Background: an optimization exercise with open tools, aiming at small area. Do not read the settings as production practice.
In this exercise RTL edits were held to simulation tests only and were not proved equivalent to the original.
The flow treats the clock pin as an ideal source, which a real chip does not have.
Power and IR drop assume default switching activity.

==> flow/design.v <==
`timescale 1ns / 1ps
module main
(clk, rst, JA,Left, Right,Up, Down,  sw,led, seg, an );
input clk,rst,Up,Down,Left,Right;
input [7:0] sw;
output [7:0] JA;
output [7:0] led;
output [6:0] seg;
output [3:0] an;
wire oneHz, tick;
wire [1:0] state;
wire combo_en;
wire [2:0] mtr;             
wire is_pm;                 
wire [3:0] nextArrow, a0, a1, a2, a3;
wire correctHit, incorrectHit;
wire [2:0] multiplier;
wire [4:0] s_th, c_th;
wire [3:0] s_h, s_t, s_u, c_h, c_t, c_u;
wire right_d1, right_d2;
clock firstclock (.clk(clk), .rst(rst), .state(state), .oneHz_CLK(oneHz), .display_CLK(tick),
    .mtr(mtr), .is_pm(is_pm));
stateGenerator Findstate (.clk(clk), .rst(rst), .pauseSwitch(sw[6]), .combo(sw[7]),
    .right_d1(right_d1), .right_d2(right_d2), .output_state(state), .display_combo_en(combo_en));
random Numberrandom (.clk(clk), .rst(rst), .metronome_clk(oneHz), .metronome_prev(mtr[2]),
    .sw(sw[7:1]), .state(state), .random_arrow(nextArrow));
arrow Calarrow (.clk(clk), .rst(rst), .state(state), .shift(is_pm), .next_arrow(nextArrow),
    .arrow0(a0), .arrow1(a1), .arrow2(a2), .arrow3(a3));
collision Calmatch (.clk(clk), .rst(rst), .state(state), .metronome_clk(oneHz), .is_pm(is_pm),
    .Up(Up), .Down(Down), .Left(Left), .Right(Right), .arrow(a3),
    .right_d1(right_d1), .right_d2(right_d2),
    .correctHit(correctHit), .incorrectHit(incorrectHit));
score Findscore (.clk(clk), .rst(rst), .state(state), .correctHit(correctHit),
    .incorrectHit(incorrectHit), .multiplier(multiplier),
    .s_th(s_th), .s_h(s_h), .s_t(s_t), .s_u(s_u),
    .c_th(c_th), .c_h(c_h), .c_t(c_t), .c_u(c_u));
display Display (.clk(clk), .rst(rst), .tick(tick), .metronome_clk(oneHz), .state(state),
    .combo_enable(combo_en), .a0(a0), .a1(a1), .a2(a2), .a3(a3),
    .s_th(s_th), .s_h(s_h), .s_t(s_t), .s_u(s_u),
    .c_th(c_th), .c_h(c_h), .c_t(c_t), .c_u(c_u), .seg(seg), .an(an));
music music (.clk(clk), .rst(rst), .speaker(JA[0]));
assign JA[7:1] = 7'b0000000;
assign led = {correctHit, incorrectHit, state, 1'b0, multiplier};
endmodule
`timescale 1ns / 1ps
module clock (clk, rst, state, oneHz_CLK, display_CLK, mtr, is_pm);
input clk, rst;
input [1:0] state;
output oneHz_CLK, display_CLK;
output reg [2:0] mtr;
output reg is_pm;
reg [2:0] ScreenDivid;
reg Screen_reg;
reg [7:0] DividOneHz;
function [7:0] inc8;
    input [7:0] x; input ci;
    integer j; reg c;
    begin
        c = ci;
        for (j = 0; j < 8; j = j + 1) begin
            inc8[j] = x[j] ^ c;
            c = c & x[j];
        end
    end
endfunction
wire clr = rst | (state == 2'd2);
wire [7:0] sd_n = inc8({5'd0, ScreenDivid}, 1'b1);
wire [7:0] dv_n = inc8(DividOneHz, Screen_reg);
always @(posedge clk) begin
    ScreenDivid <= clr ? 3'd0 : sd_n[2:0];
    Screen_reg <= ~clr & (ScreenDivid == 3'd7);
    DividOneHz <= clr ? 8'd0 : dv_n;
end
assign oneHz_CLK = |DividOneHz;
assign display_CLK = Screen_reg;
always @(posedge clk)
    if (rst) begin
        mtr <= 0; is_pm <= 0;
    end else begin
        mtr <= {oneHz_CLK, mtr[2:1]};
        is_pm <= ~mtr[0] & mtr[1];
    end
endmodule
module stateGenerator (clk, rst, pauseSwitch, combo, right_d1, right_d2, output_state, display_combo_en);
input clk, rst, pauseSwitch, combo, right_d1, right_d2;
output reg [1:0] output_state;
output reg display_combo_en;
reg [1:0] ShowComboReg;
wire Reset = right_d1 | right_d2;
always @(posedge clk)
    if (rst)
        ShowComboReg <= 2'b00;
    else if (combo)
        ShowComboReg <= 2'b11;
    else
        ShowComboReg <= {1'b0, ShowComboReg[1]};
always @(posedge clk)
    if (rst) begin
        output_state <= 2'd2;
        display_combo_en <= 0;
    end else begin
        output_state <= !pauseSwitch ? 2'd0 : Reset ? 2'd2 : 2'd1;
        display_combo_en <= pauseSwitch & ShowComboReg[0];
    end
endmodule
`timescale 1ns / 1ps
module random (clk, rst, metronome_clk, metronome_prev, sw, state, random_arrow);
input clk, rst, metronome_clk, metronome_prev;
input [1:0] state;
input [6:0] sw;
output [3:0] random_arrow;
reg [6:0] RandomR;
reg Re;
always @(posedge clk)
    if (rst)
        RandomR <= 7'd0;
    else if (state == 2'd2)
        RandomR <= sw;
    else if (metronome_clk & ~metronome_prev)
        RandomR <= {Re, RandomR[6:1]};
always @(posedge clk)
    if (rst)
        Re <= 0;
    else if (state != 2'd2 && metronome_clk & ~metronome_prev)
        Re <= ~(RandomR[6] ^ RandomR[5]);
localparam [63:0] HI_MOD = 64'ha2580369147a2580;    
localparam [127:0] MASK = 128'h3569ac124803569ac124803569ac1248;
wire [3:0] h = HI_MOD[RandomR[6:3] * 4 +: 4];
wire [2:0] l = RandomR[2:0];
wire c1 = l[0] & h[0];
wire c2 = (l[1] & h[1]) | (c1 & (l[1] ^ h[1]));
wire c3 = (l[2] & h[2]) | (c2 & (l[2] ^ h[2]));
wire [4:0] s = {h[3] & c3, h[3] ^ c3, l[2] ^ h[2] ^ c2, l[1] ^ h[1] ^ c1, l[0] ^ h[0]};
assign random_arrow = MASK[s * 4 +: 4];
endmodule
`timescale 1ns / 1ps
module score (clk, rst, state, correctHit, incorrectHit, multiplier,
    s_th, s_h, s_t, s_u, c_th, c_h, c_t, c_u);
input clk, rst, correctHit, incorrectHit;
input [1:0] state;
output [2:0] multiplier;               
output reg [4:0] s_th, c_th;
output reg [3:0] s_h, s_t, s_u, c_h, c_t, c_u;
reg [2:0] MMissed, HHit;
reg isMissed, isHit;
always @(posedge clk)
    if (rst) begin
        MMissed <= 0; isMissed <= 0; HHit <= 0; isHit <= 0;
    end else begin
        MMissed <= {incorrectHit, MMissed[2:1]};
        isMissed <= ~MMissed[0] & MMissed[1];
        HHit <= {correctHit, HHit[2:1]};
        isHit <= ~HHit[0] & HHit[1];
    end
reg [1:0] mult;                        
assign multiplier = {mult[1], mult[0], ~mult[1] & ~mult[0]};
function [4:0] dinc;
    input [3:0] d; input ci;
    reg co, c1, c2, c3;
    begin
        co = ci & d[3] & d[0];
        c1 = ci & d[0]; c2 = c1 & d[1]; c3 = c2 & d[2];
        dinc = {co, (d[3] ^ c3) & ~co, d[2] ^ c2, (d[1] ^ c1) & ~co, d[0] ^ ci};
    end
endfunction
function [4:0] uadd;
    input [3:0] u; input [1:0] sel;
    case ({u, sel})
        6'd0: uadd = 5'd0;
        6'd1: uadd = 5'd1;
        6'd2: uadd = 5'd2;
        6'd3: uadd = 5'd4;
        6'd4: uadd = 5'd1;
        6'd5: uadd = 5'd2;
        6'd6: uadd = 5'd3;
        6'd7: uadd = 5'd5;
        6'd8: uadd = 5'd2;
        6'd9: uadd = 5'd3;
        6'd10: uadd = 5'd4;
        6'd11: uadd = 5'd6;
        6'd12: uadd = 5'd3;
        6'd13: uadd = 5'd4;
        6'd14: uadd = 5'd5;
        6'd15: uadd = 5'd7;
        6'd16: uadd = 5'd4;
        6'd17: uadd = 5'd5;
        6'd18: uadd = 5'd6;
        6'd19: uadd = 5'd8;
        6'd20: uadd = 5'd5;
        6'd21: uadd = 5'd6;
        6'd22: uadd = 5'd7;
        6'd23: uadd = 5'd9;
        6'd24: uadd = 5'd6;
        6'd25: uadd = 5'd7;
        6'd26: uadd = 5'd8;
        6'd27: uadd = 5'd16;
        6'd28: uadd = 5'd7;
        6'd29: uadd = 5'd8;
        6'd30: uadd = 5'd9;
        6'd31: uadd = 5'd17;
        6'd32: uadd = 5'd8;
        6'd33: uadd = 5'd9;
        6'd34: uadd = 5'd16;
        6'd35: uadd = 5'd18;
        6'd36: uadd = 5'd9;
        6'd37: uadd = 5'd16;
        6'd38: uadd = 5'd17;
        6'd39: uadd = 5'd19;
        6'd40: uadd = 5'd10;
        6'd41: uadd = 5'd11;
        6'd42: uadd = 5'd12;
        6'd43: uadd = 5'd14;
        6'd44: uadd = 5'd11;
        6'd45: uadd = 5'd12;
        6'd46: uadd = 5'd13;
        6'd47: uadd = 5'd15;
        6'd48: uadd = 5'd12;
        6'd49: uadd = 5'd13;
        6'd50: uadd = 5'd14;
        6'd51: uadd = 5'd0;
        6'd52: uadd = 5'd13;
        6'd53: uadd = 5'd14;
        6'd54: uadd = 5'd15;
        6'd55: uadd = 5'd1;
        6'd56: uadd = 5'd14;
        6'd57: uadd = 5'd15;
        6'd58: uadd = 5'd0;
        6'd59: uadd = 5'd2;
        6'd60: uadd = 5'd15;
        6'd61: uadd = 5'd0;
        6'd62: uadd = 5'd1;
        6'd63: uadd = 5'd3;
    endcase
endfunction
function [16:0] dnext;
    input [4:0] th; input [3:0] h, t; input [4:0] ures;
    reg [4:0] rt, rh; reg [4:0] nth; reg c4, w;
    begin
        rt = dinc(t, ures[4]);
        rh = dinc(h, rt[4]);
        c4 = rh[4];
        nth = {th[4] ^ (c4 & th[3] & th[2] & th[1] & th[0]), th[3] ^ (c4 & th[2] & th[1] & th[0]),
               th[2] ^ (c4 & th[1] & th[0]), th[1] ^ (c4 & th[0]), th[0] ^ c4};
        w = th[4] & h[1] & h[0] & t[3] & ures[2];
        dnext = {nth[4] & ~w, nth[3:0], rh[3:2], rh[1:0] & ~{w, w}, rt[3] & ~w, rt[2:0],
                 ures[3], ures[2] & ~w, ures[1:0]};
    end
endfunction
wire clr = state == 2'd2;
wire hit = isHit & (state == 2'd0);
wire combo_big = (c_th != 0) | (c_h != 0) | (c_t != 0);
wire combo_ge3 = combo_big | (c_u >= 4'd3);
wire combo_ge6 = combo_big | (c_u >= 4'd6);
wire [1:0] m = (rst | isMissed | clr) ? 2'd0 : isHit ? {combo_ge6, ~combo_ge6 & combo_ge3} : mult;
wire [16:0] s_next = dnext(s_th, s_h, s_t, uadd(s_u, hit ? m + 2'd1 : 2'd0));
wire [16:0] c_next = dnext(c_th, c_h, c_t, dinc(c_u, hit));
always @(posedge clk) begin
    mult <= m;
    {s_th, s_h, s_t, s_u} <= clr ? 17'd0 : s_next;
    {c_th, c_h, c_t, c_u} <= clr ? 17'd0 : isMissed ? {16'd0, hit} : c_next;
end
endmodule
`timescale 1ns / 1ps
module arrow (clk, rst, state, shift, next_arrow, arrow0, arrow1, arrow2, arrow3);
input clk, rst, shift;
input [1:0] state;
input [3:0] next_arrow;
output reg [3:0] arrow0, arrow1, arrow2, arrow3;
always @(posedge clk)
    if (state == 2'd2) begin    
        arrow0 <= 0; arrow1 <= 0; arrow2 <= 0; arrow3 <= 0;
    end else if (state == 2'd0 && shift) begin
        arrow3 <= arrow2; arrow2 <= arrow1; arrow1 <= arrow0; arrow0 <= next_arrow;
    end
endmodule
`timescale 1ns / 1ps
module display (clk, rst, tick, metronome_clk, state, combo_enable, a0, a1, a2, a3,
    s_th, s_h, s_t, s_u, c_th, c_h, c_t, c_u, seg, an);
input clk, rst, tick, metronome_clk, combo_enable;
input [1:0] state;
input [3:0] a0, a1, a2, a3;
input [4:0] s_th, c_th;
input [3:0] s_h, s_t, s_u, c_h, c_t, c_u;
output reg [6:0] seg;
output [3:0] an;
reg [1:0] PosClockReg;
reg isPosClock;
always @(posedge clk)
    if (rst) begin
        PosClockReg <= 0; isPosClock <= 0;
    end else if (tick) begin
        PosClockReg <= {metronome_clk, PosClockReg[1]};
        isPosClock <= ~PosClockReg[0] & PosClockReg[1];
    end
reg [4:0] tmpx;
reg [3:0] tmpy, tmpz, tmpq;
reg ty_arrow;
reg [1:0] DisReg;
reg ticked;
wire [4:0] th = combo_enable ? c_th : s_th;
wire [3:0] h = combo_enable ? c_h : s_h;
wire [3:0] t = combo_enable ? c_t : s_t;
wire [3:0] u = combo_enable ? c_u : s_u;
always @(posedge clk)
    if (rst) begin
        DisReg <= 0; ticked <= 0;
        tmpx <= 5'b10000; tmpy <= 4'b0000; tmpz <= 4'b0000; tmpq <= 4'b0000; ty_arrow <= 1'b1;
    end else if (tick) begin
        if (state == 2'd1) begin
            tmpx <= {th[4], th[3] | th[4], th[2:1], th[0] | th[4]};
            tmpy <= h; tmpz <= t; tmpq <= u; ty_arrow <= 1'b0;
        end else if (state == 2'd0 && isPosClock) begin
            tmpx <= {1'b1, a0}; tmpy <= a1; tmpz <= a2; tmpq <= a3; ty_arrow <= 1'b1;
        end
        DisReg <= DisReg + 2'd1;
        ticked <= 1;
    end
assign an = ticked ? ~(4'b1000 >> DisReg) : 4'b1111;
reg [4:0] num;
always @*
    case (DisReg)
        2'd0: num = tmpx;
        2'd1: num = {ty_arrow, tmpy};
        2'd2: num = {ty_arrow, tmpz};
        default: num = {ty_arrow, tmpq};
    endcase
always @*
    if (num[4])
        seg = {1'b1, ~num[1], ~num[1], ~num[2], ~num[0], ~num[0], ~num[3]};
    else
        case (num[3:0])
            4'd0: seg = 7'b1000000;
            4'd1: seg = 7'b1111001;
            4'd2: seg = 7'b0100100;
            4'd3: seg = 7'b0110000;
            4'd4: seg = 7'b0011001;
            4'd5: seg = 7'b0010010;
            4'd6: seg = 7'b0000010;
            4'd7: seg = 7'b1111000;
            4'd8: seg = 7'b0000000;
            4'd9: seg = 7'b0011000;
            4'd10: seg = 7'b1111110;    
            4'd11: seg = 7'b1110111;
            4'd12: seg = 7'b1001111;
            4'd13: seg = 7'b1111001;
            4'd14: seg = 7'b1110110;
            default: seg = 7'b1001110;
        endcase
endmodule
`timescale 1ns / 1ps
module collision (clk, rst, state, metronome_clk, is_pm, Up, Down, Left, Right, arrow,
    right_d1, right_d2, correctHit, incorrectHit);
input clk, rst, metronome_clk, is_pm, Up, Down, Left, Right;
input [1:0] state;
input [3:0] arrow;                    
output right_d1, right_d2;
output reg correctHit, incorrectHit;
reg [2:0] pu, pd, pl;
reg [2:1] pr;
reg pr0;
reg eu, ed, el, er;
always @(posedge clk) begin
    pu <= {Up, pu[2:1]}; pd <= {Down, pd[2:1]}; pl <= {Left, pl[2:1]};
    pr0 <= pr[1];
    eu <= ~pu[0] & pu[1]; ed <= ~pd[0] & pd[1];
    el <= ~pl[0] & pl[1]; er <= ~pr0 & pr[1];
end
always @(posedge clk)
    pr <= rst ? 2'b00 : {Right, pr[2]};
assign right_d1 = pr[2];
assign right_d2 = pr[1];
wire any = eu | ed | el | er;
wire many = (eu & ed & (el | er)) | (el & er & (eu | ed));
wire [3:0] keys = !many ? {eu, ed, el, er} : (el & er) ? 4'b0011 : {2'b10, el, er};
wire match = keys == arrow;
wire c = correctHit & ~is_pm;
wire i = incorrectHit & ~is_pm;
wire play = state == 2'd0;
wire judge = play & metronome_clk & ~c & ~i;
always @(posedge clk)
    if (rst) begin
        correctHit <= 0; incorrectHit <= 0;
    end else begin
        correctHit <= judge ? match : c;
        incorrectHit <= judge ? (many | (~match & (keys != 4'b0000)))
                      : (play & ~metronome_clk) ? (i | any | ~c) : i;
    end
endmodule
module music(
    input clk,
    input rst,
    output reg speaker
);
reg [9:0] prescale;
reg [11:0] tone;               
wire wrap = prescale == 10'h200;
wire prescale_fb = prescale[9] ^ prescale[6] ^ (prescale[8:0] == 9'd0);
function [11:0] inc12;
    input [11:0] x; input ci;
    integer j; reg c;
    begin
        c = ci;
        for (j = 0; j < 12; j = j + 1) begin
            inc12[j] = x[j] ^ c;
            c = c & x[j];
        end
    end
endfunction
always @(posedge clk) begin
    prescale <= rst ? 10'h001 : {prescale[8:0], prescale_fb};
    tone <= rst ? 12'd0 : inc12(tone, wrap);
end
wire [2:0] rom_code;
music_ROM get_fullnote(.address(tone[11:4]), .code(rom_code));
reg [2:0] note_code;           
always @(posedge clk)
    note_code <= rst ? 3'd0 : rom_code;
wire [9:0] note_reload;
wire [8:0] octave_reload;
divide_by12 get_divider(.code(note_code), .note_reload(note_reload), .octave_reload(octave_reload));
reg [9:0] counter_note;        
reg [8:0] counter_octave;      
wire note_zero = counter_note == 10'h02f;
wire octave_zero = counter_octave == 9'h1c4;
always @(posedge clk) begin
    counter_note <= rst ? 10'h02f : note_zero ? note_reload
                  : {counter_note[8:0], counter_note[9] ^ counter_note[6]};
    counter_octave <= rst ? 9'h1c4 : !note_zero ? counter_octave : octave_zero ? octave_reload
                    : {counter_octave[7:0], counter_octave[8] ^ counter_octave[4]};
    speaker <= rst ? 1'b0 : speaker ^ (note_zero & octave_zero & (note_code != 3'd0) & (tone[3:0] != 4'd0));
end
endmodule
module music_ROM(input [7:0] address, output reg [2:0] code);
always @*
case (address)
  8'd0: code = 3'd6;
  8'd1: code = 3'd6;
  8'd2: code = 3'd6;
  8'd3: code = 3'd6;
  8'd4: code = 3'd6;
  8'd5: code = 3'd6;
  8'd6: code = 3'd6;
  8'd7: code = 3'd6;
  8'd8: code = 3'd6;
  8'd9: code = 3'd6;
  8'd10: code = 3'd6;
  8'd11: code = 3'd6;
  8'd12: code = 3'd6;
  8'd13: code = 3'd6;
  8'd14: code = 3'd6;
  8'd15: code = 3'd6;
  8'd16: code = 3'd6;
  8'd17: code = 3'd6;
  8'd18: code = 3'd6;
  8'd19: code = 3'd6;
  8'd20: code = 3'd6;
  8'd21: code = 3'd6;
  8'd22: code = 3'd1;
  8'd23: code = 3'd1;
  8'd24: code = 3'd6;
  8'd25: code = 3'd6;
  8'd26: code = 3'd6;
  8'd27: code = 3'd6;
  8'd28: code = 3'd6;
  8'd29: code = 3'd6;
  8'd30: code = 3'd6;
  8'd31: code = 3'd6;
  8'd32: code = 3'd6;
  8'd33: code = 3'd6;
  8'd34: code = 3'd6;
  8'd35: code = 3'd6;
  8'd36: code = 3'd6;
  8'd37: code = 3'd6;
  8'd38: code = 3'd6;
  8'd39: code = 3'd6;
  8'd40: code = 3'd3;
  8'd41: code = 3'd3;
  8'd42: code = 3'd3;
  8'd43: code = 3'd3;
  8'd44: code = 3'd2;
  8'd45: code = 3'd2;
  8'd46: code = 3'd1;
  8'd47: code = 3'd1;
  8'd48: code = 3'd6;
  8'd49: code = 3'd6;
  8'd50: code = 3'd6;
  8'd51: code = 3'd6;
  8'd52: code = 3'd6;
  8'd53: code = 3'd6;
  8'd54: code = 3'd5;
  8'd55: code = 3'd5;
  8'd56: code = 3'd6;
  8'd57: code = 3'd6;
  8'd58: code = 3'd6;
  8'd59: code = 3'd6;
  8'd60: code = 3'd1;
  8'd61: code = 3'd1;
  8'd62: code = 3'd2;
  8'd63: code = 3'd2;
  8'd64: code = 3'd6;
  8'd65: code = 3'd6;
  8'd66: code = 3'd1;
  8'd67: code = 3'd1;
  8'd68: code = 3'd6;
  8'd69: code = 3'd6;
  8'd70: code = 3'd6;
  8'd71: code = 3'd6;
  8'd72: code = 3'd3;
  8'd73: code = 3'd3;
  8'd74: code = 3'd2;
  8'd75: code = 3'd2;
  8'd76: code = 3'd5;
  8'd77: code = 3'd5;
  8'd78: code = 3'd4;
  8'd79: code = 3'd4;
  8'd80: code = 3'd4;
  8'd81: code = 3'd4;
  8'd82: code = 3'd2;
  8'd83: code = 3'd2;
  8'd84: code = 3'd1;
  8'd85: code = 3'd1;
  8'd86: code = 3'd6;
  8'd87: code = 3'd6;
  8'd88: code = 3'd6;
  8'd89: code = 3'd6;
  8'd90: code = 3'd6;
  8'd91: code = 3'd6;
  8'd92: code = 3'd6;
  8'd93: code = 3'd6;
  8'd94: code = 3'd6;
  8'd95: code = 3'd6;
  8'd96: code = 3'd5;
  8'd97: code = 3'd5;
  8'd98: code = 3'd4;
  8'd100: code = 3'd4;
  8'd101: code = 3'd6;
  8'd102: code = 3'd6;
  default: code = 3'd0;
endcase
endmodule
module divide_by12(
    input [2:0] code,
    output reg [9:0] note_reload,
    output reg [8:0] octave_reload
);
always @*
    case (code)
        3'd1: begin note_reload = 10'h0d3; octave_reload = 9'h01d; end    
        3'd2: begin note_reload = 10'h063; octave_reload = 9'h01d; end    
        3'd3: begin note_reload = 10'h358; octave_reload = 9'h09d; end    
        3'd4: begin note_reload = 10'h0e9; octave_reload = 9'h09d; end    
        3'd5: begin note_reload = 10'h1e8; octave_reload = 9'h09d; end    
        3'd6: begin note_reload = 10'h052; octave_reload = 9'h09d; end    
        default: begin note_reload = 10'h0e2; octave_reload = 9'h02d; end  
    endcase
endmodule
==> flow/flow/run.sh <==
#!/bin/bash
# Own flow: the standard synthesis, then the logic (not the flip-flops, which keep their
# names and cell types) mapped again with a stronger ABC area script (eight random seeds, the
# smallest result kept), then the standard layout from floorplan to finish with these
# changes: the smallest buffer (buf_1) on each port, one tie cell for the constant outputs,
# no buffers kept from timing-driven global placement, and the clock tree built from clkbuf_8
# without dummy loads. Each tool's output goes to a log file in the work folder.
set -euo pipefail
W=$PWD
R=$W/orfs/results/$FLOW_PLATFORM/main/base
YOSYS=$FLOW_HOME/../tools/install/yosys/bin/yosys
LIB=$FLOW_HOME/platforms/sky130hd/lib/sky130_fd_sc_hd__tt_025C_1v80.lib

bash standard.sh synth > synth.log 2>&1
cp "$R/1_2_yosys.v" std.v
sed "s#@LIB@#$LIB#g" flow/remap1.ys > remap1.ys
"$YOSYS" -s remap1.ys > remap1.log 2>&1

for B in 0 4; do
    for S in $((B + 1)) $((B + 2)) $((B + 3)) $((B + 4)); do
        sed "s#@SEED@#$S#g" flow/remap.abc > remap_$S.abc
        sed "s#@LIB@#$LIB#g; s#@WORK@#$W#g; s#@SEED@#$S#g" flow/remap2.ys > remap2_$S.ys
        ( "$YOSYS" -s remap2_$S.ys > remap2_$S.log 2>&1 || true ) &
    done
    wait
done
best=""; best_area=""
for S in 1 2 3 4 5 6 7 8; do
    [[ -s new_$S.v && -s remap_$S.stat ]] || continue
    a=$(awk '/Chip area/ {print $NF}' remap_$S.stat)
    if [[ -z "$best" ]] || awk -v a="$a" -v b="$best_area" 'BEGIN {exit !(a < b)}'; then
        best=$S; best_area=$a
    fi
done
[[ -n "$best" ]]
echo "remap: seed $best, area $best_area" > remap_choice.log
cp new_$best.v "$R/1_2_yosys.v"
rm -f "$R/1_synth.odb" "$R/1_synth.sdc"
bash standard.sh finish "POST_CTS_TCL=$W/flow/post_cts.tcl" "SKIP_REPAIR_TIE_FANOUT=1" "GPL_KEEP_OVERFLOW=0" "BUFFER_PORTS_ARGS=-buffer_cell sky130_fd_sc_hd__buf_1" \
    "CTS_ARGS=-sink_clustering_enable -repair_clock_nets -buf_list sky130_fd_sc_hd__clkbuf_8 -dont_use_dummy_load" \
    > finish.log 2>&1
==> flow/flow/post_cts.tcl <==
# Run at the end of ORFS's CTS step (POST_CTS_TCL): leaf clock buffers (those that drive
# flip-flop clock pins) are changed from clkbuf_8 to clkbuf_4 one at a time, keeping each
# change only while every flip-flop clock pin's slew stays at most 110 ps; if the hold slack
# then falls below 50 ps, all changes are undone.
proc my_worst_clk_slew {} {
  set worst 0
  foreach pin [get_pins -hierarchical */CLK] {
    set s [get_property $pin slew_max]
    if {$s > $worst} { set worst $s }
  }
  return $worst
}
proc my_is_leaf {inst} {
  foreach pin [get_pins -of_objects $inst -filter "direction == output"] {
    foreach load [get_pins -of_objects [get_nets -of_objects $pin] -filter "direction == input"] {
      if {[get_property $load lib_pin_name] == "CLK"} { return 1 }
    }
  }
  return 0
}
estimate_parasitics -placement
set my_changed {}
foreach inst [get_cells *] {
  if {[get_property $inst ref_name] != "sky130_fd_sc_hd__clkbuf_8"} { continue }
  if {![my_is_leaf $inst]} { continue }
  replace_cell $inst sky130_fd_sc_hd__clkbuf_4
  estimate_parasitics -placement
  if {[my_worst_clk_slew] > 0.110} {
    replace_cell $inst sky130_fd_sc_hd__clkbuf_8
    estimate_parasitics -placement
  } else {
    lappend my_changed $inst
  }
}
set my_hold [expr {[sta::worst_slack_cmd min] * 1e9}]
if {$my_hold < 0.05} {
  foreach inst $my_changed { replace_cell $inst sky130_fd_sc_hd__clkbuf_8 }
  estimate_parasitics -placement
  puts "post_cts: hold slack $my_hold, changes undone"
} else {
  puts "post_cts: [llength $my_changed] leaf clock buffers now clkbuf_4; worst clock pin slew [my_worst_clk_slew], hold slack $my_hold"
}
==> flow/flow/remap.abc <==
strash
&get -n
&deepsyn -T 60 -S @SEED@
&put
&get -n
&dch -f
&nf -R 1000 -a
&put
==> flow/flow/remap1.ys <==
# Flatten the standard synthesis netlist's logic cells into generic gates; flip-flops stay cells.
read_liberty -ignore_miss_func @LIB@
blackbox sky130_fd_sc_hd__df* sky130_fd_sc_hd__dl* sky130_fd_sc_hd__sdf* sky130_fd_sc_hd__edf*
read_verilog std.v
hierarchy -top main
flatten
opt_clean -purge
write_verilog -noattr generic.v
==> flow/flow/remap2.ys <==
# Map the logic again with a stronger ABC area script; the flip-flops are untouched.
read_liberty -lib @LIB@
read_verilog generic.v
hierarchy -top main
opt_clean -purge
techmap
opt -fast
abc -script @WORK@/remap_@SEED@.abc -liberty @LIB@ -dont_use sky130_fd_sc_hd__probe_p_8 -dont_use sky130_fd_sc_hd__probec_p_8 -dont_use sky130_fd_sc_hd__lpflow_bleeder_1 -dont_use sky130_fd_sc_hd__lpflow_clkbufkapwr_1 -dont_use sky130_fd_sc_hd__lpflow_clkbufkapwr_16 -dont_use sky130_fd_sc_hd__lpflow_clkbufkapwr_2 -dont_use sky130_fd_sc_hd__lpflow_clkbufkapwr_4 -dont_use sky130_fd_sc_hd__lpflow_clkbufkapwr_8 -dont_use sky130_fd_sc_hd__lpflow_clkinvkapwr_1 -dont_use sky130_fd_sc_hd__lpflow_clkinvkapwr_16 -dont_use sky130_fd_sc_hd__lpflow_clkinvkapwr_2 -dont_use sky130_fd_sc_hd__lpflow_clkinvkapwr_4 -dont_use sky130_fd_sc_hd__lpflow_clkinvkapwr_8 -dont_use sky130_fd_sc_hd__lpflow_decapkapwr_12 -dont_use sky130_fd_sc_hd__lpflow_decapkapwr_3 -dont_use sky130_fd_sc_hd__lpflow_decapkapwr_4 -dont_use sky130_fd_sc_hd__lpflow_decapkapwr_6 -dont_use sky130_fd_sc_hd__lpflow_decapkapwr_8 -dont_use sky130_fd_sc_hd__lpflow_inputiso0n_1 -dont_use sky130_fd_sc_hd__lpflow_inputiso0p_1 -dont_use sky130_fd_sc_hd__lpflow_inputiso1n_1 -dont_use sky130_fd_sc_hd__lpflow_inputiso1p_1 -dont_use sky130_fd_sc_hd__lpflow_inputisolatch_1 -dont_use sky130_fd_sc_hd__lpflow_isobufsrc_1 -dont_use sky130_fd_sc_hd__lpflow_isobufsrc_16 -dont_use sky130_fd_sc_hd__lpflow_isobufsrc_2 -dont_use sky130_fd_sc_hd__lpflow_isobufsrc_4 -dont_use sky130_fd_sc_hd__lpflow_isobufsrc_8 -dont_use sky130_fd_sc_hd__lpflow_isobufsrckapwr_16 -dont_use sky130_fd_sc_hd__lpflow_lsbuf_lh_hl_isowell_tap_1 -dont_use sky130_fd_sc_hd__lpflow_lsbuf_lh_hl_isowell_tap_2 -dont_use sky130_fd_sc_hd__lpflow_lsbuf_lh_hl_isowell_tap_4 -dont_use sky130_fd_sc_hd__lpflow_lsbuf_lh_isowell_4 -dont_use sky130_fd_sc_hd__lpflow_lsbuf_lh_isowell_tap_1 -dont_use sky130_fd_sc_hd__lpflow_lsbuf_lh_isowell_tap_2 -dont_use sky130_fd_sc_hd__lpflow_lsbuf_lh_isowell_tap_4 
opt_clean -purge
hilomap -singleton -hicell sky130_fd_sc_hd__conb_1 HI -locell sky130_fd_sc_hd__conb_1 LO
insbuf -buf sky130_fd_sc_hd__buf_4 A X
splitnets
opt_clean -purge
tee -o remap_@SEED@.stat stat -liberty @LIB@
check -assert
write_verilog -noattr -nohex -nodec new_@SEED@.v
==> flow/standard.sh <==
#!/bin/bash
# synth_recipe.tcl (not shown) runs the flow's synth.tcl, then flattens the netlist and writes it again
# the make line also repeats each setting of config.mk as NAME=value (left out here)
make -C /OpenROAD-flow-scripts/flow DESIGN_CONFIG=/design/flow/config.mk WORK_HOME=/design/flow/orfs CLKGATE_MAP_FILE= SYNTH_SCRIPT=/design/flow/synth_recipe.tcl "${@:-finish}"
==> flow/config.mk <==
export PLATFORM = sky130hd
export DESIGN_NAME = main
export DESIGN_NICKNAME = main
export VERILOG_FILES = /design/flow/design.v
export SDC_FILE = /design/flow/constraint.sdc
export NUM_CORES = 4
export LEC_CHECK = 0
export ABC_AREA = 1
export CAP_MARGIN = 20
export CORE_MARGIN = 2
export CORE_UTILIZATION = 40
export CTS_BUF_LIST = sky130_fd_sc_hd__clkbuf_8
export SLEW_MARGIN = 20
==> flow/constraint.sdc <==
create_clock -name core_clock -period 150.0 [get_ports {clk}]
set_input_delay 30.0000 -clock core_clock [delete_from_list [all_inputs] [get_ports {clk}]]
set_output_delay 30.0000 -clock core_clock [all_outputs]
set_load 0.01 [all_outputs]
==> key figures, run 1 <==
Detailed routing
  – Highest routed layer: met4
  – Number of remaining DRC errors: 0
  – Routed len/inst: 14.0 µm
  – Routed Antenna Nets: 0
  – DRT iter0 DRCs: 546
  – Vias per inst: 5.31
  – Met3 WL post-DR: 548 µm
  – Wirelength, routed: 14500 µm
  – Via count: 5504
  – Drt first pass iters: 6
  – WL met1: 7490 µm
  – Length of routed met2 wiring: 6230 µm

Yosys
  – Mapped Area: 6980 µm²
  – Syn Area/Cell: 8.88 µm²
  – Syn Inst Count: 786
  – Warnings, synthesis: 10
  – Synth Net Count: 800

STA
  – RSZ-0062 raised after global routing: no
  – Slew headroom: 0.332
  – Fin crit share: 0.222
  – Fmax: 30.0 MHz
  – Hold_ws: 332 ps
  – Fin crit period: 33290 ps
  – Total negative setup slack: 0 ps
  – Max Slew Vio Count: 0
  – Setup violators final: 0
  – Final Skew: 37.9 ps
  – Worst setup margin: 116710 ps
  – Final hold vios: 0
  – Slew @ Worst Pin: 999 ps

Pwr
  – Worst VDD drop: 0.00000583 V
  – Total power: 0.0762 mW
  – Clock network fraction of total power: 0.288
  – Pleak: 2.80 nW
  – Comb pwr share: 0.073
  – Sw Share: 0.239
  – Power Internal: 0.0580 mW
  – Sequential share of power: 0.639
  – Sw power: 0.0182 mW
  – Power per cell area: 10.3 nW/µm²

GRT
  – First-pass GRT wire length: 24300 µm
  – Initial antenna violation count: 0
  – Number of global-route vias before repair: 4930
  – GRT Total Usage: 0.166
  – Largest net degree at the start of global routing: 37
  – GRT overflow: 0

CTS
  – Worst-Skew Late Latency: 460 ps
  – Clock transition at path regs: 110 ps
  – CTS sink count: 176
  – CTS tree: done

Worst hold path
  – Hold_sp: Calmatch.pd[2]$_DFF_P_
  – Worst Hold Class: reg -> reg

Setup path
  – CP Max Fanout: 36
  – Crit Path Class: in -> reg
  – Critical Path RT: 150340 ps
  – Max incr delay on CP: 430 ps
  – CP max stage cell: buf_2
  – Critical path arrival: 33630 ps
  – FF-to-FF Start: Findstate.output_state[0]$_SDFF_PP0_
  – Critical path endpoint category: flip-flop
  – CP startpoint: rst
  – Worst-path cell chain: buf_2 -> buf_12 -> nand2b_1 -> nor3_1 -> nor4_1 -> nor2_1 -> a21oi_1 -> a21oi_1 -> nor2_1 -> and3_1 -> and2_0 -> and3_1 -> and3_1 -> nand3_1 -> xor2_1 -> nor2_1
  – Element type at the critical path start: primary input

Layout
  – Fillcell total: 1766
  – Post-Layout Inst Area: 7420 µm²
  – Reg with most FFs: music.tone
  – Fin util: 0.432
  – Final Instance Count excl. Fillers: 1036
  – Layout Nets: 826
  – Number of flip-flops in the largest register: 12
  – Layout cells sized above 1: 0.0284
  – Biggest regs: music.tone (12), music.counter_note (10), music.prescale (10)
  – Area grow syn2layout: 6.27%

Place
  – IO Port Bufs: 31
  – DP Worst Slack: 116230 ps
  – Post-DP HPWL: 10500 µm
  – Placed Cells: 1018
  – GP Congestion: 0.795
  – Placed cell area: 7230 µm²

Floorplanning
  – Die span in x: 136 µm
  – Die height: 136 µm
  – Row count: 48
  – Die area: 18500 µm²
  – Initial Util: 0.406
  – Core Area: 17200 µm²
  – Ports: 41

Run status
  – Outcome: complete, no violations

Job
  – Max Cap Viol: 0
cell type report:
type	count	area, µm²	share of cell area
inverters	14	52.6	0.00708
clock buffers	17	190	0.0256
well taps	225	282	0.0379
multi-input cells	569	3210	0.433
flip-flops and latches	176	3520	0.475
diodes	1	2.50	0.000337
repair buffers	34	156	0.0211
path summary, 6_finish.rpt:
kind | end | slack, ps | cells after the start
max | Findscore.s_th[4]$_SDFF_PP0_ | 116710 | 16
min | Calmatch.pd[1]$_DFF_P_ | 330 | 0
max reg2reg | Findscore.s_th[4]$_SDFF_PP0_ | 145810 | 14
min reg2reg | Calmatch.pd[1]$_DFF_P_ | 330 | 0
cells in the final DEF (no fill, tap or decap), drive strengths merged, types with 2 or more instances in the layout:
cell,instances
dfxtp,176
nand2,89
nor2,84
a21oi,64
o21ai,42
nor3,40
nor2b,39
buf,34
and3,24
a222oi,20
and2,17
clkbuf,17
nand2b,15
clkinv,14
a22o,14
xnor2,12
nand3,12
nor4,11
or2,8
o211ai,8
o22ai,7
xor2,6
a22oi,5
nand4,4
a211oi,4
o21bai,4
a21o,3
o21a,3
a31oi,3
o31a,2
mux2,2
a41oi,2
or3,2
a221o,2
o22a,2
routing by layer:
| layer | vias up | track usage |
|---|---|---|
| met5 | - | 0 |
| met4 | 0 | 0.0590 |
| met3 | 22 | 0.0358 |
| met2 | 101 | 0.250 |
| met1 | 2531 | 0.235 |
| li1 | 2850 | - |
critical path: cells and delay by family:
family	cells	cell delay, ps
compound gates	2	210
buf+inv	2	700
xor+xnor	1	160
simple gates	11	2540
power by group through the flow:
stage | Sequential [mW] | Clock (mW) | Combinational, mW
after floorplan | 0.0495 | 0 | 0.00428
after global placement | 0.0497 | 0 | 0.00542
after detailed placement | 0.0498 | 0 | 0.00552
after global routing | 0.0489 | 0.0247 | 0.00633
final | 0.0487 | 0.0220 | 0.00554
==> inputs of run 2 (changes only) <==
--- a/flow/flow/run.sh
+++ b/flow/flow/run.sh
@@ -1,10 +1,12 @@
 #!/bin/bash
 # Own flow: the standard synthesis, then the logic (not the flip-flops, which keep their
-# names and cell types) mapped again with a stronger ABC area script (eight random seeds, the
-# smallest result kept), then the standard layout from floorplan to finish with these
-# changes: the smallest buffer (buf_1) on each port, one tie cell for the constant outputs,
-# no buffers kept from timing-driven global placement, and the clock tree built from clkbuf_8
-# without dummy loads. Each tool's output goes to a log file in the work folder.
+# names and cell types) mapped again with a stronger ABC area script (deep synthesis, then
+# mapping with two rounds of don't-care resynthesis; twelve random seeds, the smallest result
+# kept), then the standard layout from floorplan to finish with these changes: the
+# smallest buffer (buf_1) on each port, one tie cell for the constant outputs, no buffers kept
+# from timing-driven global placement, leaf clock buffers downsized where the clock-pin slew
+# allows (flow/post_cts.tcl), and the clock tree built from clkbuf_8 without dummy loads.
+# Each tool's output goes to a log file in the work folder.
 set -euo pipefail
 W=$PWD
 R=$W/orfs/results/$FLOW_PLATFORM/main/base
@@ -16,7 +18,7 @@
 sed "s#@LIB@#$LIB#g" flow/remap1.ys > remap1.ys
 "$YOSYS" -s remap1.ys > remap1.log 2>&1
 
-for B in 0 4; do
+for B in 0 4 8; do
     for S in $((B + 1)) $((B + 2)) $((B + 3)) $((B + 4)); do
         sed "s#@SEED@#$S#g" flow/remap.abc > remap_$S.abc
         sed "s#@LIB@#$LIB#g; s#@WORK@#$W#g; s#@SEED@#$S#g" flow/remap2.ys > remap2_$S.ys
@@ -25,7 +27,7 @@
     wait
 done
 best=""; best_area=""
-for S in 1 2 3 4 5 6 7 8; do
+for S in 1 2 3 4 5 6 7 8 9 10 11 12; do
     [[ -s new_$S.v && -s remap_$S.stat ]] || continue
     a=$(awk '/Chip area/ {print $NF}' remap_$S.stat)
     if [[ -z "$best" ]] || awk -v a="$a" -v b="$best_area" 'BEGIN {exit !(a < b)}'; then
==> flow/flow/remap.abc (replaced) <==
strash
&get -n
&deepsyn -T 60 -S @SEED@
&put
&get -n
&dch -f
&nf -R 1000 -a
&put
mfs2
strash
&get -n
&dch -f
&nf -R 1000 -a
&put
mfs2
strash
&get -n
&dch -f
&nf -R 1000 -a
&put
==> key figures, run 2 <==
Detailed routing
  – Number of remaining DRC errors: 0 (unchanged)
  – Routed len/inst: 14.0 µm (+0.27%)
  – Length of routed met2 wiring: 6270 µm (+0.69%)
  – Via count: 5512 (+0.15%)
  – Vias per inst: 5.30 (-0.24%)
  – Highest routed layer: met4
  – Routed Antenna Nets: 0 (unchanged)
  – Met3 WL post-DR: 626 µm (+14%)
  – DRT iter0 DRCs: 402 (-26%)
  – Drt first pass iters: 6 (unchanged)
  – Wirelength, routed: 14600 µm (+0.65%)
  – WL met1: 7400 µm (-1.2%)

STA
  – Final hold vios: 0 (unchanged)
  – Setup violators final: 0 (unchanged)
  – Total negative setup slack: 0 ps (unchanged)
  – Hold_ws: 333 ps (+0.672 ps)
  – Final Skew: 35.5 ps (-2.43 ps)
  – Fmax: 30.1 MHz (+0.34%)
  – Fin crit share: 0.221 (-0.000760)
  – Worst setup margin: 116820 ps (+114 ps)
  – RSZ-0062 raised after global routing: no
  – Max Slew Vio Count: 0 (unchanged)
  – Fin crit period: 33180 ps (-114 ps)
  – Slew headroom: 0.242 (-0.0896)
  – Slew @ Worst Pin: 1130 ps (+134 ps)

Pwr
  – Comb pwr share: 0.080 (+0.007)
  – Clock network fraction of total power: 0.287 (about the same)
  – Power Internal: 0.0587 mW (+1.2%)
  – Pleak: 2.78 nW (-0.66%)
  – Power per cell area: 10.5 nW/µm² (+2.1%)
  – Sw Share: 0.244 (+0.00489)
  – Sw power: 0.0189 mW (+4.0%)
  – Worst VDD drop: 0.00000476 V (-18%)
  – Sequential share of power: 0.633 (-0.006)

Floorplanning
  – Initial Util: 0.406 (-0.000621)
  – Die span in x: 136 µm (-0.24%)
  – Row count: 48 (unchanged)
  – Ports: 41 (unchanged)
  – Die height: 136 µm (-0.24%)
  – Core Area: 17100 µm² (-0.35%)
  – Die area: 18400 µm² (-0.48%)

Setup path
  – Max incr delay on CP: 530 ps (+100 ps)
  – CP bufs+invs: 1 (-1)
  – CP startpoint: rst
  – Critical Path RT: 150330 ps (about the same)
  – Crit path max-delay family: simple AND/OR/NAND/NOR gates
  – Critical path arrival: 33510 ps (-120 ps)
  – CP max stage cell: or3_1
  – CP Max Fanout: 26 (-28%)
  – FF-to-FF setup slack: 145680 ps (-130 ps)
  – Element type at the critical path start: primary input
  – Worst reg-to-reg path cell count: 15 (+1)
  – Critical path endpoint category: flip-flop
  – RR Endpoint: Findscore.s_th[4]$_SDFF_PP0_
  – FF-to-FF Start: Findstate.output_state[0]$_SDFF_PP0_
  – Crit Path Class: in -> reg
  – Worst-path cell chain: buf_2 -> nand2b_1 -> or3_1 -> nor2_1 -> a22oi_1 -> xnor2_1 -> a21oi_1 -> nor2_1 -> and2_0 -> and3_1 -> and3_1 -> and3_1 -> nand3_1 -> xor2_1 -> nor2_1

Layout
  – Fin util: 0.432 (about the same)
  – Layout Nets: 831 (+0.61%)
  – Reg with most FFs: music.tone
  – Ant diodes: 0 (-1)
  – Layout cells sized above 1: 0.0307 (+0.00228)
  – Most common cell after layout, fill and taps aside: dfxtp_1
  – Number of flip-flops in the largest register: 12 (unchanged)
  – Area grow syn2layout: 6.54%
  – Leading cell types in the layout, fill and taps excluded: dfxtp_1 (176), nand2_1 (88), nor2_1 (84)
  – Biggest regs: music.tone (12), music.counter_note (10), music.prescale (10)
  – Final Instance Count excl. Fillers: 1040 (+0.39%)

GRT
  – Number of global-route vias before repair: 5028 (+2.0%)
  – GRT Total Usage: 0.169 (+0.00255)
  – First-pass GRT wire length: 24700 µm (+1.8%)
  – Initial antenna violation count: 0 (unchanged)
  – GRT overflow: 0 (unchanged)
  – Largest net degree at the start of global routing: 38 (+2.7%)

CTS
  – Clock transition at path regs: 110 ps (about the same)
  – CTS tree: done
  – Worst-Skew Late Latency: 450 ps (about the same)
  – CTS sink count: 176 (unchanged)

Place
  – Placed Cells: 1023 (+0.49%)
  – GP Congestion: 0.814 (+2.3%)
  – DP Worst Slack: 116370 ps (+138 ps)
  – IO Port Bufs: 31 (unchanged)
  – Post-DP HPWL: 10300 µm (-1.4%)

Worst hold path
  – Hold-critical path depth: 0 (unchanged)
  – Hold worst-path end: Calmatch.pl[1]$_DFF_P_
  – Worst Hold Class: reg -> reg
  – Hold_sp: Calmatch.pl[2]$_DFF_P_

Yosys
  – Synth Net Count: 804 (+0.50%)
  – Warnings, synthesis: 10 (unchanged)
  – Syn Area/Cell: 8.79 µm² (-1.0%)
  – Syn Inst Count: 790 (+0.51%)
  – Mapped Area: 6950 µm² (-0.50%)

Job
  – Max Cap Viol: 0 (unchanged)

Run status
  – Outcome: complete, no violations
[run 2: worst max-delay path by stage]
| stage | to | slack [ps] | depth (start not counted) |
|---|---|---|---|
| after floorplan | Findscore.s_th[4]$_SDFF_PP0_ | 117380 | 14 |
| after global placement | Findscore.s_th[4]$_SDFF_PP0_ | 114730 | 16 |
| after detailed placement | Findscore.s_th[4]$_SDFF_PP0_ | 116370 | 16 |
| after global routing | Findscore.s_th[4]$_SDFF_PP0_ | 116450 | 16 |
| final | Findscore.s_th[4]$_SDFF_PP0_ | 116820 | 15 |
[run 2: metrics by stage]
step | power [mW] | cell area [µm²]
floorplan | 0.0548 | 6950
global placement | 0.0563 | 7140
detailed placement | 0.0564 | 7200
global route | 0.0815 | 7400
finish | 0.0776 | 7400
[run 2: metal layers]
layer	up-vias	track usage
li1	2872	-
met1	2503	0.235
met2	115	0.255
met3	22	0.0367
met4	0	0.0642
met5	-	0
[run 2: power by group through the flow]
| stage | Clock (mW) | Combinational (mW) | Sequential, mW |
|---|---|---|---|
| after floorplan | 0 | 0.00482 | 0.0499 |
| after global placement | 0 | 0.00607 | 0.0502 |
| after global routing | 0.0250 | 0.00715 | 0.0494 |
| final | 0.0222 | 0.00623 | 0.0492 |
| after detailed placement | 0 | 0.00618 | 0.0502 |
[run 2: layout make-up]
| cell class | count | area (µm²) |
|---|---|---|
| Tap cell | 225 | 282 |
| Multi-Input combinational cell | 573 | 3180 |
| Clock buffer | 17 | 196 |
| Sequential cell | 176 | 3520 |
| Timing Repair Buffer | 35 | 164 |
| Inverter | 14 | 52.6 |
| Fill cell | 1737 | 9720 |
==> inputs of run 3 (changes only) <==
--- a/flow/flow/run.sh
+++ b/flow/flow/run.sh
@@ -1,7 +1,7 @@
 #!/bin/bash
 # Own flow: the standard synthesis, then the logic (not the flip-flops, which keep their
 # names and cell types) mapped again with a stronger ABC area script (deep synthesis, then
-# mapping with two rounds of don't-care resynthesis; twelve random seeds, the smallest result
+# mapping with two rounds of don't-care resynthesis; eight random seeds, the smallest result
 # kept), then the standard layout from floorplan to finish with these changes: the
 # smallest buffer (buf_1) on each port, one tie cell for the constant outputs, no buffers kept
 # from timing-driven global placement, leaf clock buffers downsized where the clock-pin slew
@@ -18,7 +18,7 @@
 sed "s#@LIB@#$LIB#g" flow/remap1.ys > remap1.ys
 "$YOSYS" -s remap1.ys > remap1.log 2>&1
 
-for B in 0 4 8; do
+for B in 0 4; do
     for S in $((B + 1)) $((B + 2)) $((B + 3)) $((B + 4)); do
         sed "s#@SEED@#$S#g" flow/remap.abc > remap_$S.abc
         sed "s#@LIB@#$LIB#g; s#@WORK@#$W#g; s#@SEED@#$S#g" flow/remap2.ys > remap2_$S.ys
@@ -27,7 +27,7 @@
     wait
 done
 best=""; best_area=""
-for S in 1 2 3 4 5 6 7 8 9 10 11 12; do
+for S in 1 2 3 4 5 6 7 8; do
     [[ -s new_$S.v && -s remap_$S.stat ]] || continue
     a=$(awk '/Chip area/ {print $NF}' remap_$S.stat)
     if [[ -z "$best" ]] || awk -v a="$a" -v b="$best_area" 'BEGIN {exit !(a < b)}'; then
==> key figures, run 3 <==
Setup path
  – CP max stage cell: or3_1
  – Crit Path Class: in -> reg
  – Crit path max-delay family: simple AND/OR/NAND/NOR gates
  – Element type at the critical path start: primary input
  – Worst-path cell chain: buf_2 -> nand2b_1 -> or3_1 -> nor2_1 -> a22oi_1 -> xnor2_1 -> a21oi_1 -> nor2_1 -> and2_0 -> and3_1 -> and3_1 -> and3_1 -> nand3_1 -> xor2_1 -> nor2_1
  – Max incr delay on CP: 530 ps (about the same)
  – CP Max Fanout: 26 (unchanged)
  – Critical path arrival: 33510 ps (about the same)
  – Critical Path RT: 150330 ps (about the same)
  – Critical path endpoint category: flip-flop
  – CP bufs+invs: 1 (unchanged)

STA
  – Max Slew Vio Count: 0 (unchanged)
  – Final Skew: 35.5 ps (unchanged)
  – Final hold vios: 0 (unchanged)
  – Fmax: 30.1 MHz (unchanged)
  – Slew headroom: 0.242 (unchanged)
  – Slew @ Worst Pin: 1130 ps (unchanged)
  – RSZ-0062 raised after global routing: no
  – Fin crit share: 0.221 (unchanged)
  – Hold_ws: 333 ps (unchanged)
  – Fin crit period: 33180 ps (unchanged)
  – Total negative setup slack: 0 ps (unchanged)
  – Setup violators final: 0 (unchanged)

Detailed routing
  – Via count: 5512 (unchanged)
  – Drt first pass iters: 6 (unchanged)
  – Routed Antenna Nets: 0 (unchanged)
  – DRT iter0 DRCs: 402 (unchanged)
  – Routed len/inst: 14.0 µm (unchanged)
  – Vias per inst: 5.30 (unchanged)
  – Wirelength, routed: 14600 µm (unchanged)
  – Number of remaining DRC errors: 0 (unchanged)

Layout
  – Layout Nets: 831 (unchanged)
  – Leading cell types in the layout, fill and taps excluded: dfxtp_1 (176), nand2_1 (88), nor2_1 (84)
  – Biggest regs: music.tone (12), music.counter_note (10), music.prescale (10)
  – Most common cell after layout, fill and taps aside: dfxtp_1
  – Layout cells sized above 1: 0.0307 (unchanged)
  – Fillcell total: 1737 (unchanged)
  – Reg with most FFs: music.tone
  – Number of flip-flops in the largest register: 12 (unchanged)
  – Ant diodes: 0 (unchanged)
  – Area grow syn2layout: 6.54% (unchanged)

GRT
  – GRT overflow: 0 (unchanged)
  – GRT Total Usage: 0.169 (unchanged)
  – First-pass GRT wire length: 24700 µm (unchanged)
  – Largest net degree at the start of global routing: 38 (unchanged)
  – Initial antenna violation count: 0 (unchanged)
  – Number of global-route vias before repair: 5028 (unchanged)

Floorplanning
  – Core Area: 17100 µm² (unchanged)
  – Ports: 41 (unchanged)
  – Die span in x: 136 µm (unchanged)
  – Die area: 18400 µm² (unchanged)
  – Row count: 48 (unchanged)
  – Die height: 136 µm (unchanged)
  – Initial Util: 0.406 (unchanged)

CTS
  – CTS tree: done
  – CTS sink count: 176 (unchanged)
  – Worst-Skew Late Latency: 450 ps (about the same)
  – Clock transition at path regs: 110 ps (about the same)

Worst hold path
  – Worst Hold Class: reg -> reg

Pwr
  – Power per cell area: 10.5 nW/µm² (unchanged)
  – Pleak: 2.78 nW (unchanged)
  – Worst VDD drop: 0.00000476 V (unchanged)

Yosys
  – Syn Area/Cell: 8.79 µm² (unchanged)
  – Syn Inst Count: 790 (unchanged)
  – Mapped Area: 6950 µm² (unchanged)
  – Warnings, synthesis: 10 (unchanged)
  – Synth Net Count: 804 (unchanged)

Job
  – Max Cap Viol: 0 (unchanged)

Place
  – IO Port Bufs: 31 (unchanged)
  – GP Congestion: 0.814 (unchanged)
  – Post-DP HPWL: 10300 µm (unchanged)

Run status
  – Outcome: complete, no violations
[run 3: metrics by stage]
| stage | total power [mW] | cells | utilization | setup slack, ps | area [µm²] |
|---|---|---|---|---|---|
| 6_report | 0.0776 | 1040 | 0.432 | 116820 | 7400 |
| 5_1_grt | 0.0815 | 1040 | 0.432 | 116450 | 7400 |
| 3_5_place_dp | 0.0564 | 1023 | 0.421 | 116370 | 7200 |
| 3_3_place_gp | 0.0563 | 1019 | 0.417 | 114730 | 7140 |
| 2_1_floorplan | 0.0548 | 790 | - | 117380 | 6950 |
[run 3: layout make-up]
cell class              instances  area [µm²]  area share
multi-input cells             573        3180       0.430
repair buffers                 35         164      0.0222
inverters                      14        52.6     0.00710
well taps                     225         282      0.0380
flip-flops and latches        176        3520       0.476
clock buffers                  17         196      0.0265
[run 3: routing by layer]
metal  GRT usage  up-vias  part of all wire
li1            -     2872                 -
met1       0.235     2503              0.51
met2       0.255      115              0.43
met3      0.0367       22             0.043
met4      0.0642        0             0.021
met5           0        -                 0
[run 3: final timing paths]
kind	from	end	slack (ps)	depth (start not counted)
min reg2reg	Calmatch.pl[2]$_DFF_P_	Calmatch.pl[1]$_DFF_P_	330	0
min	Calmatch.pl[2]$_DFF_P_	Calmatch.pl[1]$_DFF_P_	330	0
max reg2reg	Findstate.output_state[0]$_SDFF_PP0_	Findscore.s_th[4]$_SDFF_PP0_	145680	15
max	rst	Findscore.s_th[4]$_SDFF_PP0_	116820	15
[run 3: report_power, final]
part	switching (mW)	total [mW]	internal, mW
Combinational	0.00399	0.00623	0.00223
Sequential	0.00108	0.0492	0.0481
Clock	0.0139	0.0222	0.00837
Total	0.0189	0.0776	0.0587
==> inputs of run 4 (changes only) <==
--- a/flow/flow/remap.abc
+++ b/flow/flow/remap.abc
@@ -1,6 +1,6 @@
 strash
 &get -n
-&deepsyn -T 60 -S @SEED@
+&deepsyn -T 180 -S @SEED@
 &put
 &get -n
 &dch -f
==> key figures, run 4 <==
Layout
  – Fillcell total: 1744 (+0.40%)
  – Reg with most FFs: music.tone
  – Layout Nets: 811 (-2.4%)
  – Most common cell after layout, fill and taps aside: dfxtp_1
  – Layout cells sized above 1: 0.0314 (+0.000772)
  – Multi-input gate area: 3160 µm² (-0.83%)
  – Leading cell types in the layout, fill and taps excluded: dfxtp_1 (176), nand2_1 (96), a21oi_1 (65)
  – Ant diodes: 0 (unchanged)
  – Number of flip-flops in the largest register: 12 (unchanged)
  – Fin util: 0.431 (-0.00105)
  – Biggest regs: music.tone (12), music.counter_note (10), music.prescale (10)
  – Register area: 3520 µm² (unchanged)
  – Area grow syn2layout: 6.54% (about the same)

Setup path
  – RR Endpoint: Findscore.s_th[4]$_SDFF_PP0_
  – CP Max Fanout: 9 (-65%)
  – Worst reg-to-reg path cell count: 13 (-2)
  – Critical path arrival: 3490 ps (-30020 ps)
  – Critical Path RT: 120000 ps (-30330 ps)
  – FF-to-FF setup slack: 146080 ps (+400 ps)
  – Element type at the critical path start: flip-flop
  – FF-to-FF Start: Findstate.output_state[0]$_SDFF_PP0_
  – Crit Path Class: reg -> out
  – Critical path endpoint category: output pin

Floorplanning
  – Die span in x: 135 µm (-0.29%)
  – Initial Util: 0.405 (-0.000992)
  – Ports: 41 (unchanged)
  – Core Area: 17100 µm² (-0.35%)
  – Die height: 135 µm (-0.29%)
  – Row count: 48 (unchanged)
  – Die area: 18300 µm² (-0.57%)

Job
  – Max Cap Viol: 0 (unchanged)

Yosys
  – Warnings, synthesis: 10 (unchanged)
  – Syn Area/Cell: 8.95 µm² (+1.9%)
  – Synth Net Count: 785 (-2.4%)
  – Syn Inst Count: 771 (-2.4%)
  – Mapped Area: 6900 µm² (-0.59%)

Place
  – IO Port Bufs: 31 (unchanged)
  – Post-DP HPWL: 10400 µm (+0.82%)
  – DP Worst Slack: 116800 ps (+432 ps)
  – GP Congestion: 0.817 (+0.44%)

GRT
  – Top Usage Layer GRT: met2
  – GRT met1 Usage: 0.216 (-0.0197)
  – Number of global-route vias before repair: 4951 (-1.5%)
  – Met2 usage: 0.269 (+0.0137)
  – Met3 Resource Use GR: 0.0370 (+0.000374)
  – GRT Total Usage: 0.165 (-0.00369)
  – Initial antenna violation count: 0 (unchanged)
  – Largest net degree at the start of global routing: 32 (-16%)
  – GRT overflow: 0 (unchanged)
  – First-pass GRT wire length: 24100 µm (-2.3%)

Detailed routing
  – Routed Antenna Nets: 0 (unchanged)
  – DRT iter0 DRCs: 428 (+6.5%)
  – Drt first pass iters: 5 (-1)
  – Number of remaining DRC errors: 0 (unchanged)
  – Wirelength, routed: 14400 µm (-1.4%)
  – Routed len/inst: 14.1 µm (+0.55%)
  – Vias per inst: 5.27 (-0.50%)
  – Via count: 5379 (-2.4%)

STA
  – Total negative setup slack: 0 ps (unchanged)
  – Fmax: 29.9 MHz (-0.93%)
  – Max Slew Vio Count: 0 (unchanged)
  – Final hold vios: 0 (unchanged)
  – Slew @ Worst Pin: 1020 ps (-116 ps)
  – RSZ-0062 raised after global routing: no
  – Final Skew: 31.9 ps (-3.56 ps)
  – Fin crit period: 33490 ps (+311 ps)
  – Fin crit share: 0.223 (+0.00207)
  – Worst setup margin: 116510 ps (-311 ps)
  – Setup violators final: 0 (unchanged)
  – Slew headroom: 0.322 (+0.0795)

Worst hold path
  – Hold worst-path end: Calmatch.pd[1]$_DFF_P_
  – Hold_sp: Calmatch.pd[2]$_DFF_P_
  – Hold-critical path depth: 0 (unchanged)
  – Worst Hold Class: reg -> reg

CTS
  – CTS sink count: 176 (unchanged)
  – Clock transition at path regs: 100 ps (about the same)
  – CTS tree: done
  – Worst-Skew Late Latency: 450 ps (about the same)

Pwr
  – Pleak: 2.79 nW (+0.12%)
  – Power per cell area: 10.5 nW/µm² (+0.24%)
  – Worst VDD drop: 0.00000680 V (+43%)

Run status
  – Outcome: complete, no violations
run 4: layer usage:
layer  vias up  share of wire
met5         -              0
met2        72           0.45
li1       2807              -
met4         0          0.015
met1      2486           0.50
met3        14          0.033
run 4: area by class of cell:
class | count | share of cell area
clock buffer | 17 | 0.0267
inverter | 11 | 0.00561
tap | 225 | 0.0383
sequential | 176 | 0.479
multi-input combinational | 557 | 0.429
timing repair buffer | 34 | 0.0214
run 4: report_power, final:
group          switching, mW  leakage (nW)  internal [mW]
clock                 0.0138         0.107        0.00837
sequential           0.00107          1.43         0.0480
combinational        0.00379          1.25        0.00240
run 4: per-stage QoR:
stage / cells / hold slack, ps / power, mW / instance area, µm²
after detailed placement: 1003 / 313 / 0.0563 / 7160
after floorplan: 771 / 310 / 0.0546 / 6900
final: 1020 / 338 / 0.0773 / 7360
after global placement: 1000 / 313 / 0.0561 / 7100
after global routing: 1020 / 354 / 0.0812 / 7360
run 4: critical path, stage by stage, from the launching register on:
cell       delay [ps]
dfxtp_1           430
nor2_1            180
a222oi_1          350
a21boi_0          660
or2_0             250
nor3b_1           210
a21oi_1            60
or4_1             440
a2bb2oi_1         220
nand2_1            70
nand2_1            60
buf_1             140
run 4: how the worst max path moves through the flow:
stage | startpoint | to | cells past startpoint
finish | Display.DisReg[0]$_SDFFE_PP0P_ | seg[5] | 11
global route | Display.DisReg[0]$_SDFFE_PP0P_ | seg[5] | 11
floorplan | Display.DisReg[0]$_SDFFE_PP0P_ | seg[5] | 11
global placement | rst | Numberrandom.RandomR[5]$_SDFFE_PP0P_ | 7
detailed placement | rst | Findscore.s_th[4]$_SDFF_PP0_ | 12
==> inputs of run 5 (changes only) <==
--- a/flow/flow/remap.abc
+++ b/flow/flow/remap.abc
@@ -1,6 +1,6 @@
 strash
 &get -n
-&deepsyn -T 180 -S @SEED@
+&deepsyn -T 300 -S @SEED@
 &put
 &get -n
 &dch -f
==> key figures, run 5 <==
Floorplanning
  – Initial Util: 0.405 (unchanged)
  – Die span in x: 135 µm (unchanged)
  – Row count: 48 (unchanged)
  – Die area: 18300 µm² (unchanged)
  – Core Area: 17100 µm² (unchanged)
  – Ports: 41 (unchanged)
  – Die height: 135 µm (unchanged)

Layout
  – Biggest regs: music.tone (12), music.counter_note (10), music.prescale (10)
  – Leading cell types in the layout, fill and taps excluded: dfxtp_1 (176), nand2_1 (96), a21oi_1 (65)
  – Number of flip-flops in the largest register: 12 (unchanged)
  – Most common cell after layout, fill and taps aside: dfxtp_1
  – Area grow syn2layout: 6.54% (unchanged)
  – Multi-input gate area: 3160 µm² (unchanged)
  – Layout Nets: 811 (unchanged)
  – Reg with most FFs: music.tone
  – Fillcell total: 1744 (unchanged)
  – Register area: 3520 µm² (unchanged)
  – Ant diodes: 0 (unchanged)
  – Fin util: 0.431 (unchanged)
  – Layout cells sized above 1: 0.0314 (unchanged)

Setup path
  – CP startpoint: Display.DisReg[0]$_SDFFE_PP0P_
  – Max incr delay on CP: 660 ps (about the same)
  – Element type at the critical path start: flip-flop
  – Critical path endpoint category: output pin
  – CP dominant cell by count: nand2_1
  – Crit path depth: 11 (unchanged)
  – Critical path arrival: 3490 ps (about the same)
  – CP max stage cell: a21boi_0
  – Crit Path Class: reg -> out
  – Worst reg-to-reg path cell count: 13 (unchanged)
  – Critical Path RT: 120000 ps (about the same)
  – FF-to-FF Start: Findstate.output_state[0]$_SDFF_PP0_
  – FF-to-FF setup slack: 146080 ps (about the same)
  – Worst-path cell chain: nor2_1 -> a222oi_1 -> a21boi_0 -> or2_0 -> nor3b_1 -> a21oi_1 -> or4_1 -> a2bb2oi_1 -> nand2_1 -> nand2_1 -> buf_1
  – Crit path max-delay family: compound AO/OA/AOI/OAI gates
  – CP Max Fanout: 9 (unchanged)
  – CP bufs+invs: 1 (unchanged)

Place
  – GP Congestion: 0.817 (unchanged)
  – Post-DP HPWL: 10400 µm (unchanged)
  – IO Port Bufs: 31 (unchanged)
  – DP Worst Slack: 116800 ps (unchanged)

Detailed routing
  – Routed len/inst: 14.1 µm (unchanged)
  – Wirelength, routed: 14400 µm (unchanged)
  – Drt first pass iters: 5 (unchanged)
  – Vias per inst: 5.27 (unchanged)
  – Number of remaining DRC errors: 0 (unchanged)
  – DRT iter0 DRCs: 428 (unchanged)
  – Routed Antenna Nets: 0 (unchanged)
  – Via count: 5379 (unchanged)

Pwr
  – Power Internal: 0.0587 mW (unchanged)
  – Total power: 0.0773 mW (unchanged)
  – Pleak: 2.79 nW (unchanged)
  – Sw power: 0.0186 mW (unchanged)
  – Comb pwr share: 0.080 (about the same)
  – Sw Share: 0.241 (unchanged)
  – Sequential share of power: 0.634 (about the same)
  – Worst VDD drop: 0.00000680 V (unchanged)
  – Clock network fraction of total power: 0.286 (about the same)
  – Power per cell area: 10.5 nW/µm² (unchanged)

Worst hold path
  – Hold_sp: Calmatch.pd[2]$_DFF_P_
  – Hold-critical path depth: 0 (unchanged)
  – Worst Hold Class: reg -> reg

Yosys
  – Syn Inst Count: 771 (unchanged)
  – Syn Area/Cell: 8.95 µm² (unchanged)
  – Synth Net Count: 785 (unchanged)
  – Mapped Area: 6900 µm² (unchanged)
  – Warnings, synthesis: 10 (unchanged)

GRT
  – GRT Total Usage: 0.165 (unchanged)
  – Largest net degree at the start of global routing: 32 (unchanged)
  – Initial antenna violation count: 0 (unchanged)
  – GRT overflow: 0 (unchanged)
  – First-pass GRT wire length: 24100 µm (unchanged)
  – Number of global-route vias before repair: 4951 (unchanged)

STA
  – Total negative setup slack: 0 ps (unchanged)
  – Final Skew: 31.9 ps (unchanged)
  – Setup violators final: 0 (unchanged)
  – Final hold vios: 0 (unchanged)
  – Fmax: 29.9 MHz (unchanged)
  – Slew headroom: 0.322 (unchanged)
  – Worst setup margin: 116510 ps (unchanged)
  – Slew @ Worst Pin: 1020 ps (unchanged)
  – RSZ-0062 raised after global routing: no
  – Fin crit period: 33490 ps (unchanged)
  – Fin crit share: 0.223 (unchanged)
  – Max Slew Vio Count: 0 (unchanged)

CTS
  – CTS sink count: 176 (unchanged)
  – Clock transition at path regs: 100 ps (about the same)
  – Worst-Skew Late Latency: 450 ps (about the same)
  – CTS tree: done

Job
  – Max Cap Viol: 0 (unchanged)

Run status
  – Outcome: complete, no violations
-- run 5: final cells by class --
class / count / share of cell area
Timing Repair Buffer: 34 / 0.0214
Inverter: 11 / 0.00561
Sequential cell: 176 / 0.479
Clock buffer: 17 / 0.0267
Tap cell: 225 / 0.0383
Multi-Input combinational cell: 557 / 0.429
-- run 5: through the flow --
step / area [µm²] / hold slack [ps] / cells
floorplan: 6900 / 310 / 771
global placement: 7100 / 313 / 1000
detailed placement: 7160 / 313 / 1003
global route: 7360 / 354 / 1020
finish: 7360 / 338 / 1020
-- run 5: final timing paths --
path	to
setup / recovery	seg[5]
hold reg to reg	Calmatch.pd[1]$_DFF_P_
setup reg to reg	Findscore.s_th[4]$_SDFF_PP0_
hold / removal	Calmatch.pd[1]$_DFF_P_
-- run 5: power by group through the flow --
stage	combinational (mW)	sequential (mW)	clock, mW
finish	0.00619	0.0490	0.0221
floorplan	0.00475	0.0498	0
global placement	0.00597	0.0501	0
global route	0.00709	0.0493	0.0248
detailed placement	0.00618	0.0501	0
-- run 5: worst reg2reg max path, delay by kind of cell, from the launching register on --
| kind | cells | cell delay, ps |
|---|---|---|
| AOI/OAI and AO/OA | 3 | 550 |
| DFF | 1 | 390 |
| and+or+nand+nor | 10 | 2890 |
-- run 5: metal layers --
metal	GRT usage	part of all wire
met5	0	0
met4	0.0590	0.015
met3	0.0370	0.033
met2	0.269	0.45
met1	0.216	0.50

==> what the ideal ports hide <==
The flow's constraints put no driver on any port. The routed layouts listed below were extracted and timed again, unchanged, in two steps.
Step 1 sets driving cells, clkbuf_16 on the clock port and buf_2 on the other inputs (assumed; they add their load-dependent delay and slew).
Step 2 adds t to the input delays and takes it off the output delays; t is the mean of the earliest and latest rising clock arrival at the registers after step 1. Input paths then give back, and output paths get back, about the clock's delay inside the block.
Slacks: no drivers / after step 1 / after step 2; pairs: no drivers / after step 1.
run | t (ns) | slack for setup (ns) | hold slack, ns | latest minus earliest clock arrival (ns) | pins driven straight from the clock port
run 1 | 0.474 | 116.706 / 116.722 / 116.248 | 0.332 / 0.332 / 0.332 | 0.038 / 0.038 | 1
run 2 | 0.470 | 116.820 / 116.839 / 116.369 | 0.333 / 0.333 / 0.333 | 0.036 / 0.036 | 1
run 3 | 0.470 | 116.820 / 116.839 / 116.369 | 0.333 / 0.333 / 0.333 | 0.036 / 0.036 | 1
run 4 | 0.468 | 116.509 / 116.472 / 116.830 | 0.338 / 0.338 / 0.338 | 0.032 / 0.033 | 1
run 5 | 0.468 | 116.509 / 116.472 / 116.830 | 0.338 / 0.338 / 0.338 | 0.032 / 0.033 | 1
After both steps every run listed still meets setup and hold. For run 1, which loses most, drivers alone change the setup slack by +0.016 ns; drivers and shift together by -0.458 ns.
